Background: an optimization exercise with open tools, aiming at small area. Do not read the settings as production practice. The RTL was checked by simulation tests, not by an equivalence proof against the original design. Power is estimated from default activity; no workload was simulated.

## sierra
// Segway
module Segway(clk,RST_n,LED,INERT_SS_n,INERT_MOSI,
              INERT_SCLK,INERT_MISO,A2D_SS_n,A2D_MOSI,A2D_SCLK,
			  A2D_MISO,PWM_rev_rght,PWM_frwrd_rght,PWM_rev_lft,
			  PWM_frwrd_lft,piezo_n,piezo,INT,RX);
==> module Piezo_Timer, before the edit <==
module Piezo_Timer(clk, rst_n, reset, steer_en_tmr_full, cnt16_full, cnt);
input clk, rst_n, reset;
output steer_en_tmr_full;
output cnt16_full;
output [26:12] cnt;		 
reg [11:0] lo;
reg [26:12] hi;
wire lo_fb = lo[11] ^ lo[7] ^ lo[1] ^ lo[0] ^ ~(|lo[10:0]);
wire wrap = (lo == 12'h800);		 
wire [26:12] hi_nxt;
wire [27:12] c;
assign c[12] = wrap;
genvar i;
generate for (i = 12; i < 27; i = i + 1) begin : g
	assign hi_nxt[i] = hi[i] ^ c[i];
	assign c[i+1] = hi[i] & c[i];
end endgenerate
assign cnt = hi;
assign steer_en_tmr_full = wrap & hi[12] & hi[13] & hi[14];	 
assign cnt16_full = steer_en_tmr_full & hi[15];			 
always @(posedge clk, negedge rst_n)
	if(!rst_n) begin
		lo <= 12'h000;
		hi <= 15'h0000;
	end
	else if(reset) begin
		lo <= 12'h000;
		hi <= 15'h0000;
	end
	else begin
		lo <= {lo[10:0], lo_fb};
		hi <= hi_nxt;
	end
endmodule
==> module piezo, before the edit <==
module piezo(clk, rst_n, en_steer, ovr_spd, batt_low, steer_en_clr_tmr, piezo, piezo_n, steer_en_tmr_full, cnt16_full);
input clk, rst_n, en_steer, ovr_spd, batt_low, steer_en_clr_tmr;
output piezo, piezo_n, steer_en_tmr_full, cnt16_full;
wire wave;
wire [26:12] cnt;
wire any = en_steer | ovr_spd | batt_low;
Piezo_Timer piezo_timer(.clk(clk), .rst_n(rst_n), .reset(~any & steer_en_clr_tmr), .cnt(cnt), .steer_en_tmr_full(steer_en_tmr_full), .cnt16_full(cnt16_full));
assign wave = 	(ovr_spd) ? (~cnt[12] & ~cnt[24]) :
		(en_steer) ? (~cnt[14] & ~cnt[25] & ~cnt[26]) : 1'b0;
assign piezo = (wave | (batt_low & ~cnt[15] & cnt[26] & ~cnt[25]));
assign piezo_n = any & ~piezo;
endmodule
export LEC_CHECK = 0
export CAP_MARGIN = 20
export CORE_MARGIN = 2
export CORE_UTILIZATION = 40
export CTS_BUF_LIST = sky130_fd_sc_hd__clkbuf_8
export CTS_CLUSTER_DIAMETER = 80
export CTS_CLUSTER_SIZE = 16
export PLACE_DENSITY = 0.6
export SLEW_MARGIN = 20
create_clock -name core_clock -period 20.0 [get_ports {clk}]
standard.sh (not shown) runs the stock make flow with config.mk's settings and CLKGATE_MAP_FILE= SYNTH_SCRIPT=/design/flow/synth_recipe.tcl, a recipe that flattens the netlist after the stock synthesis.
==> flow/flow/run.sh <==
#!/bin/bash
# The standard layout (standard.sh) with three changes:
#  1. after the standard synthesis, the combinational cells (all but the
#     flip-flops, adder cells and tie cells) are re-mapped by ABC with an
#     area-leaning script (resynth.tcl, abc_resynth.script);
#  2. clock tree synthesis adds no dummy loads;
#  3. the port buffers use the smallest buffer cell.
# Each tool's output goes to a log file in this folder (and ORFS's own logs).
set -euo pipefail
R=$PWD/orfs/results/$FLOW_PLATFORM/Segway/base
bash standard.sh synth > standard_synth.log 2>&1
cp $R/1_2_yosys.v $R/1_2_yosys_std.v
RESYNTH_RESULTS=$R yosys -c flow/resynth.tcl > resynth.log 2>&1
rm -f $R/1_synth.odb $R/1_synth.sdc
bash standard.sh \
  "CTS_ARGS=-sink_clustering_enable -repair_clock_nets -sink_clustering_size 16 -sink_clustering_max_diameter 80 -buf_list sky130_fd_sc_hd__clkbuf_8 -dont_use_dummy_load" \
  "BUFFER_PORTS_ARGS=-buffer_cell sky130_fd_sc_hd__buf_1" \
  finish > standard.log 2>&1
Other scripts of this flow, unchanged in this note and not shown: flow/flow/abc_resynth.script, flow/flow/resynth.tcl
## Diff of input files: cedar against sierra
--- a/flow/design.v
+++ b/flow/design.v
@@ -304,33 +304,22 @@
 output steer_en_tmr_full;
 output cnt16_full;
-output [26:12] cnt;		 
-reg [11:0] lo;
-reg [26:12] hi;
-wire lo_fb = lo[11] ^ lo[7] ^ lo[1] ^ lo[0] ^ ~(|lo[10:0]);
-wire wrap = (lo == 12'h800);		 
-wire [26:12] hi_nxt;
-wire [27:12] c;
-assign c[12] = wrap;
+output reg [26:0] cnt;
+wire [26:0] nxt;
+wire [27:0] c;
+assign c[0] = 1'b1;
 genvar i;
-generate for (i = 12; i < 27; i = i + 1) begin : g
-	assign hi_nxt[i] = hi[i] ^ c[i];
-	assign c[i+1] = hi[i] & c[i];
+generate for (i = 0; i < 27; i = i + 1) begin : g
+	assign nxt[i] = cnt[i] ^ c[i];
+	assign c[i+1] = cnt[i] & c[i];
 end endgenerate
-assign cnt = hi;
-assign steer_en_tmr_full = wrap & hi[12] & hi[13] & hi[14];	 
-assign cnt16_full = steer_en_tmr_full & hi[15];			 
+assign steer_en_tmr_full = c[15];	 
+assign cnt16_full = c[16];		 
 always @(posedge clk, negedge rst_n)
-	if(!rst_n) begin
-		lo <= 12'h000;
-		hi <= 15'h0000;
-	end
-	else if(reset) begin
-		lo <= 12'h000;
-		hi <= 15'h0000;
-	end
-	else begin
-		lo <= {lo[10:0], lo_fb};
-		hi <= hi_nxt;
-	end
+	if(!rst_n)
+		cnt <= 27'h0;
+	else if(reset)
+		cnt <= 27'h0;
+	else
+		cnt <= nxt;
 endmodule
 module piezo(clk, rst_n, en_steer, ovr_spd, batt_low, steer_en_clr_tmr, piezo, piezo_n, steer_en_tmr_full, cnt16_full);
@@ -338,5 +327,5 @@
 output piezo, piezo_n, steer_en_tmr_full, cnt16_full;
 wire wave;
-wire [26:12] cnt;
+wire [26:0] cnt;
 wire any = en_steer | ovr_spd | batt_low;
 Piezo_Timer piezo_timer(.clk(clk), .rst_n(rst_n), .reset(~any & steer_en_clr_tmr), .cnt(cnt), .steer_en_tmr_full(steer_en_tmr_full), .cnt16_full(cnt16_full));
==> comparison <==
The final layouts of sierra and cedar pass the timing, design-rule and antenna checks. Setup slack for cedar: 0.31 ns up relative to sierra. Relative to sierra, sequential share of power increased by 0.3 points in cedar. In terms of net count reported at finish, cedar and sierra differ only marginally. Diff sierra..cedar | final-report setup violation count | unchanged. cedar — final clock period utilization by the worst path 1.5 points lower, sierra as reference. Delta (cedar minus sierra): number of DRC violations after detailed-routing iteration 0 went up; post-layout total power saw a decrease; fmax shows an increase of 1.6%; core utilization went down.

==> re-timing with driven ports <==
Ports are ideal in the flow. The routed layouts listed here were re-timed in OpenROAD.
Step 1: set_driving_cell puts a clkbuf_16 on clk and a buf_2 on each other input, an assumption about the parent block.
Step 2 adds t to the input delays and takes it off the output delays; t is the mean of the earliest and latest rising clock arrival at the registers after step 1. Input paths then give back, and output paths get back, about the clock's delay inside the block.
Three values: no drivers, after step 1, after step 2; two values: the first two.
| run | t, ns | setup slack, ns | worst setup path at the end |
|---|---|---|---|
| sierra | 0.619 | 0.817 / 0.817 / 0.817 | register to register |
| cedar | 0.593 | 1.124 / 1.124 / 1.124 | register to register |
After both steps every run listed still meets setup and hold.
